Context: an optimization exercise on an open-source flow, tuned for small area. The choices shown serve that exercise and are no tape-out recipe.
Only simulation tests tie the RTL to the original design; equivalence was not proved.
The clock input has no modelled driver; a real chip could not lean on it and would need a root buffer or a full tree.
Power and IR drop assume default switching activity.

==> flow/design.v (excerpt) <==
module todoPID(clk,rst,yactual,referencia,ena2,PWMin);
input clk,rst;
input [8:0]yactual,referencia;
output reg ena2;
output reg [17:0]PWMin;
reg [5:0]  L;
reg [8:0]  H;
reg [17:0] J;       
reg [8:0]  yp;      
wire w = ena2;
wire k8  = ~w & L[3] & ~L[2] & ~L[1] & ~L[0];
wire k12 = ~w & L[3] &  L[2] & ~L[1] & ~L[0];
wire k13 = ~w & L[3] &  L[2] & ~L[1] &  L[0];
wire k16 = ~w & L[4] & ~L[1] & ~L[0];
wire k18 = ~w & L[4] &  L[1];
wire last = w & H[8] & H[7] & H[2] & H[1] & L[5] & L[3] & L[0];  
wire [5:0] Ln;
rca #(6) incl(L, 6'd0, 1'b1, Ln);
wire [8:0] Hn;
rca #(9) inch(H, 9'd0, w & (&L), Hn);
wire [8:0] e;
rca #(9) sub_e(referencia & {9{k8}}, ~yactual & {9{k8}}, k8, e);
wire [11:0] e7;
rca #(12) mul7({e[8],e,3'b0}, ~{{3{e[8]}},e}, 1'b1, e7);
wire [17:0] je;
rca #(18) add_j(J, {{6{e7[11]}},e7}, 1'b0, je);
wire [8:0] nd;
rca #(9) sub_d(~yactual & {9{k12}}, yp, 1'b0, nd);
wire [16:0] Jh = J[17:1];
wire [16:0] pwh;
wire ts1 = Jh[6] ^ H[3];
wire tc2 = Jh[6] & H[3];
wire ts3 = Jh[7] ^ H[4] ^ H[7];
wire tc4 = (Jh[7] & H[4]) | (H[7] & (Jh[7] ^ H[4]));
wire ts5 = Jh[8] ^ H[5] ^ H[8];
wire tc6 = (Jh[8] & H[5]) | (H[8] & (Jh[8] ^ H[5]));
wire ts7 = Jh[3] ^ H[0] ^ H[3];
wire tc8 = (Jh[3] & H[0]) | (H[3] & (Jh[3] ^ H[0]));
wire ts9 = Jh[4] ^ H[1] ^ H[4];
wire tc10 = (Jh[4] & H[1]) | (H[4] & (Jh[4] ^ H[1]));
wire ts11 = yp[1] ^ yp[3];
wire tc12 = yp[1] & yp[3];
wire ts13 = Jh[5] ^ H[2] ^ H[5];
wire tc14 = (Jh[5] & H[2]) | (H[5] & (Jh[5] ^ H[2]));
wire ts15 = yp[2] ^ yp[4] ^ yp[5];
wire tc16 = (yp[2] & yp[4]) | (yp[5] & (yp[2] ^ yp[4]));
wire ts17 = ts1 ^ H[6] ^ yp[0];
wire tc18 = (ts1 & H[6]) | (yp[0] & (ts1 ^ H[6]));
wire ts19 = yp[3] ^ yp[5] ^ yp[6];
wire tc20 = (yp[3] & yp[5]) | (yp[6] & (yp[3] ^ yp[5]));
wire ts21 = ts3 ^ yp[1] ^ yp[4];
wire tc22 = (ts3 & yp[1]) | (yp[4] & (ts3 ^ yp[1]));
  ...
==> flow/config.mk <==
export PLATFORM = sky130hd
export DESIGN_NAME = todoPID
export DESIGN_NICKNAME = todoPID
export VERILOG_FILES = /design/flow/design.v
export SDC_FILE = /design/flow/constraint.sdc
export NUM_CORES = 4
export LEC_CHECK = 0
export CAP_MARGIN = 20
export CORE_MARGIN = 2
export CORE_UTILIZATION = 40
export SLEW_MARGIN = 20
==> flow/constraint.sdc <==
create_clock -name core_clock -period 10.0 [get_ports {clk}]
set_input_delay 2.0000 -clock core_clock [delete_from_list [all_inputs] [get_ports {clk}]]
set_output_delay 2.0000 -clock core_clock [all_outputs]
set_load 0.01 [all_outputs]
standard.sh (not shown) runs the stock make flow with config.mk's settings and CLKGATE_MAP_FILE= SYNTH_SCRIPT=/design/flow/synth_recipe.tcl, a recipe that flattens the netlist after the stock synthesis.
==> flow/flow/run.sh <==
#!/bin/bash
# Own layout flow: the standard synthesis, then full adders used in the
# polarity that needs fewer inverters (flow/fixpol.py), then the standard
# layout steps with a smaller clock tree and smaller port buffers.
set -euo pipefail
R=orfs/results/$FLOW_PLATFORM/todoPID/base
export CTS_ARGS="-sink_clustering_enable -repair_clock_nets -dont_use_dummy_load -buf_list sky130_fd_sc_hd__clkbuf_8"
export BUFFER_PORTS_ARGS="-buffer_cell sky130_fd_sc_hd__buf_1"
bash standard.sh synth > synth.log 2>&1
cp $R/1_2_yosys.v yosys_before_fixpol.v
python3 flow/fixpol.py $R/1_2_yosys.v > fixpol.log 2>&1
rm -f $R/1_synth.odb
bash standard.sh finish > layout.log 2>&1
Other scripts of this flow, unchanged in this note and not shown: flow/flow/fixpol.py
The baseline completed with no timing, DRC or antenna violations.
Edit:
- CORE_UTILIZATION: 40 -> 75
Design area drops by 1.9%. Non-clock buffer count decreases by 1. Sequential share of layout area came out higher by 0.49 points. Clock power fell by about 2%.
Edit:
--- a/flow/flow/run.sh
+++ b/flow/flow/run.sh
@@ -5,5 +5,5 @@
 set -euo pipefail
 R=orfs/results/$FLOW_PLATFORM/todoPID/base
-export CTS_ARGS="-sink_clustering_enable -repair_clock_nets -dont_use_dummy_load -buf_list sky130_fd_sc_hd__clkbuf_8"
+export CTS_ARGS="-sink_clustering_enable -repair_clock_nets -dont_use_dummy_load -root_buf sky130_fd_sc_hd__clkbuf_8 -buf_list sky130_fd_sc_hd__clkbuf_4"
 export BUFFER_PORTS_ARGS="-buffer_cell sky130_fd_sc_hd__buf_1"
 bash standard.sh synth > synth.log 2>&1
- CORE_UTILIZATION: 75 -> 40
- GPL_TIMING_DRIVEN: default -> 0
Result: Setup slack gets better by 0.18 ns; wire length is about the same; maximum frequency rises by 1.8%; design area rises by 2.1%.
Edit:
--- a/flow/flow/run.sh
+++ b/flow/flow/run.sh
@@ -5,5 +5,5 @@
 set -euo pipefail
 R=orfs/results/$FLOW_PLATFORM/todoPID/base
-export CTS_ARGS="-sink_clustering_enable -repair_clock_nets -dont_use_dummy_load -root_buf sky130_fd_sc_hd__clkbuf_8 -buf_list sky130_fd_sc_hd__clkbuf_4"
+export CTS_ARGS="-sink_clustering_enable -repair_clock_nets -dont_use_dummy_load -buf_list sky130_fd_sc_hd__clkbuf_8"
 export BUFFER_PORTS_ARGS="-buffer_cell sky130_fd_sc_hd__buf_1"
 bash standard.sh synth > synth.log 2>&1
- CORE_UTILIZATION: 40 -> 60
- GPL_TIMING_DRIVEN: 0 -> default
After rerunning: Worst setup slack improved by 0.014 ns; area after synthesis stays the same; clock power is lower by a few percent; routed wire length is lower by a little under a tenth; core utilization is higher by 24 points; total power is lower slightly.

* * *

Starting RTL as in the previous note.
Settings: LEC_CHECK=0, CAP_MARGIN=20, CORE_MARGIN=2, CORE_UTILIZATION=40, SLEW_MARGIN=20; clock period 10.0 ns.
==> flow/flow/run.sh <==
#!/bin/bash
# Own layout flow: the standard synthesis; then the full adders are used in
# the polarity that needs fewer inverters (flow/fixpol.py) and the plain logic
# around them is re-mapped with ABC (flow/reabc.tcl), twice; then the standard flow's
# standard layout steps, with a clock tree without dummy loads and with buf_1
# port buffers.
set -euo pipefail
R=orfs/results/$FLOW_PLATFORM/todoPID/base
export CTS_ARGS="-sink_clustering_enable -repair_clock_nets -dont_use_dummy_load -buf_list sky130_fd_sc_hd__clkbuf_8"
export BUFFER_PORTS_ARGS="-buffer_cell sky130_fd_sc_hd__buf_1"
bash standard.sh synth > synth.log 2>&1
cp $R/1_2_yosys.v synth_standard.v
YOSYS=yosys
[ -x "$FLOW_HOME/../tools/install/yosys/bin/yosys" ] && YOSYS="$FLOW_HOME/../tools/install/yosys/bin/yosys"
export LIB="$FLOW_HOME/platforms/$FLOW_PLATFORM/lib/sky130_fd_sc_hd__tt_025C_1v80.lib"
export NETLIST="$PWD/$R/1_2_yosys.v"
export DELAY_PS=$(python3 -c "print(int(round(float('$FLOW_PERIOD_NS') * 1000)))")
export DONT_USE="$(make -s -C "$FLOW_HOME" DESIGN_CONFIG="$PWD/config.mk" WORK_HOME="$PWD/orfs" print-DONT_USE_CELLS 2>/dev/null | sed 's/^DONT_USE_CELLS[:=] *//' | tail -1)"
echo "DONT_USE: $DONT_USE" > reabc.log
for pass in 1 2; do
  python3 flow/fixpol.py "$NETLIST" >> fixpol.log 2>&1
  "$YOSYS" -c flow/reabc.tcl >> reabc.log 2>&1
done
cp $R/1_2_yosys.v synth_final.v
rm -f $R/1_synth.odb
bash standard.sh finish > layout.log 2>&1
Other scripts of this flow, unchanged in this note and not shown: flow/flow/fixpol.py, flow/flow/reabc.tcl
==> next run, changes <==
GPL_TIMING_DRIVEN = 0   (was default)
The new run ran to the end with no violations.
Cell area drops by 1.1%.
Clock power stays flat.
Via count drops by about 2%.
Setup slack degrades by 0.074 ns.
Final cell count is lower by about 1.4%.
Clock skew is higher by 0.0043 ns.
Utilization falls by 0.49 points.
Non-clock buffer count fell by 8.
Wire length fell by about 0.8%.

* * *

Another version of the RTL of todoPID (not shown whole).
Size: about 39 I/O pins, about 4100 sq um of cells after synthesis.
## todoPID
module todoPID(clk,rst,yactual,referencia,ena2,PWMin);
input clk,rst;
input [8:0]yactual,referencia;
output reg ena2;
output reg [17:0]PWMin;
reg [5:0]  L;
reg [8:0]  H;
reg [17:0] J;       
reg [8:0]  yp;      
wire w = ena2;
wire k8  = ~w & L[3] & ~L[2] & ~L[1] & ~L[0];
wire k12 = ~w & L[3] &  L[2] & ~L[1] & ~L[0];
wire k13 = ~w & L[3] &  L[2] & ~L[1] &  L[0];
wire k16 = ~w & L[4] & ~L[1] & ~L[0];
wire k18 = ~w & L[4] &  L[1];
wire last = w & H[8] & H[7] & H[2] & H[1] & L[5] & L[3] & L[0];  
wire [5:0] Ln;
rca #(6) incl(L, 6'd0, 1'b1, Ln);
wire [8:0] Hn;
rca #(9) inch(H, 9'd0, w & (&L), Hn);
wire [8:0] dx;
rca #(9) sub(k8 ? referencia : yp, ~yactual, k8, dx);
wire [8:0] e = dx & {9{k8}};    
wire [8:0] nd = dx;
wire [17:0] ca = {{6{e[8]}},e,3'b0};
wire [17:0] cb = ~{{9{e[8]}},e};
wire [17:0] cs = J ^ ca ^ cb;
wire [17:0] cc = (J & ca) | (cb & (J ^ ca));
wire [17:0] je;
rca #(18) add_j(cs, {cc[16:0],1'b1}, 1'b0, je);
wire [16:0] Jh = J[17:1];
wire [16:0] pwh;
wire ts1 = Jh[6] ^ H[3];
wire tc2 = Jh[6] & H[3];
wire ts3 = Jh[7] ^ H[4] ^ H[7];
wire tc4 = (Jh[7] & H[4]) | (H[7] & (Jh[7] ^ H[4]));
wire ts5 = Jh[8] ^ H[5] ^ H[8];
  ...
export LEC_CHECK = 0
export CAP_MARGIN = 0
export CORE_MARGIN = 2
export CORE_UTILIZATION = 70
export GPL_TIMING_DRIVEN = 0
export SLEW_MARGIN = 0
create_clock -name core_clock -period 10.0 [get_ports {clk}]
==> flow/flow/run.sh <==
#!/bin/bash
# Own layout flow: the standard synthesis; then the full adders are used in
# the polarity that needs fewer inverters (flow/fixpol.py) and the plain logic
# around them is re-mapped with ABC for area (flow/reabc.tcl), twice; then the standard flow's
# standard layout steps, with buf_1 port buffers and a one-level clock tree
# (flow/cts_manual.tcl: the flip-flops split into a few groups by location, one
# clock buffer per group, driven from the clock port).
set -euo pipefail
R=orfs/results/$FLOW_PLATFORM/todoPID/base
export PRE_CTS_TCL="$PWD/flow/cts_manual.tcl"
export MANUAL_CTS_PORT=clk MANUAL_CTS_GROUPS=${MANUAL_CTS_GROUPS:-4} MANUAL_CTS_BUF=${MANUAL_CTS_BUF:-sky130_fd_sc_hd__clkbuf_8}
export BUFFER_PORTS_ARGS="-buffer_cell sky130_fd_sc_hd__buf_1"
bash standard.sh synth > synth.log 2>&1
cp $R/1_2_yosys.v synth_standard.v
YOSYS=yosys
[ -x "$FLOW_HOME/../tools/install/yosys/bin/yosys" ] && YOSYS="$FLOW_HOME/../tools/install/yosys/bin/yosys"
export LIB="$FLOW_HOME/platforms/$FLOW_PLATFORM/lib/sky130_fd_sc_hd__tt_025C_1v80.lib"
export NETLIST="$PWD/$R/1_2_yosys.v"
export DELAY_PS=$(python3 -c "print(int(round(float('$FLOW_PERIOD_NS') * 1000)))")
export DONT_USE="$(make -s -C "$FLOW_HOME" DESIGN_CONFIG="$PWD/config.mk" WORK_HOME="$PWD/orfs" print-DONT_USE_CELLS 2>/dev/null | sed 's/^DONT_USE_CELLS[:=] *//' | tail -1)"
echo "DONT_USE: $DONT_USE" > reabc.log
for pass in 1 2; do
  python3 flow/fixpol.py "$NETLIST" >> fixpol.log 2>&1
  "$YOSYS" -c flow/reabc.tcl >> reabc.log 2>&1
done
cp $R/1_2_yosys.v synth_final.v
rm -f $R/1_synth.odb
bash standard.sh finish > layout.log 2>&1
Other scripts of this flow, unchanged in this note and not shown: flow/flow/cts_manual.tcl, flow/flow/fixpol.py, flow/flow/reabc.tcl
Then changed:
Settings changed: CAP_MARGIN 0 to 20, CORE_UTILIZATION 70 to 85, SLEW_MARGIN 0 to 20.
After rerunning: Now the flow stopped in global routing (5_1_grt), error GRT-0232. Synthesized cell count does not change. Area after synthesis stays the same.
In the first run of this note the design's own scripts or RTL, not TritonCTS, make the clock network.

## what the ideal ports hide
The flow's constraints put no driver on any port. The routed layouts listed below were extracted and timed again, unchanged, in two steps.
Step 1 sets driving cells, clkbuf_16 on the clock port and buf_2 on the other inputs (assumed; they add their load-dependent delay and slew).
Step 2 also shifts input and output timing later by t, the mid clock arrival at the registers, as if the neighbouring blocks saw the same clock.
Slacks: ideal ports / drivers / drivers and shift; pairs: ideal ports / drivers.
| run | shift t [ns] | setup slack, ns | worst hold slack (ns) | worst setup path after step 2 |
|---|---|---|---|---|
| the first run of note 1 | 0.366 | 0.233 / 0.236 / -0.130 | 0.454 / 0.454 / 0.454 | input to register |
| the second run of note 1 | 0.365 | 0.173 / 0.180 / -0.185 | 0.451 / 0.451 / 0.451 | input to register |
| the third run of note 1 | 0.368 | 0.349 / 0.352 / -0.016 | 0.455 / 0.455 / 0.455 | input to register |
| the fourth run of note 1 | 0.365 | 0.363 / 0.364 / -0.001 | 0.454 / 0.454 / 0.454 | input to register |
| the first run of note 2 | 0.371 | 0.361 / 0.361 / -0.010 | 0.454 / 0.454 / 0.454 | input to register |
| the second run of note 2 | 0.382 | 0.287 / 0.298 / -0.083 | 0.452 / 0.452 / 0.452 | input to register |
| the first run of note 3 | 0.219 | 0.322 / 0.362 / 0.143 | 0.505 / 0.505 / 0.505 | input to register |
Met with ideal ports but missed after step 2: setup timing in 6 of these runs. For the first run of note 2, which loses most, drivers alone change the setup slack by 0.000 ns; drivers and shift together by -0.371 ns.
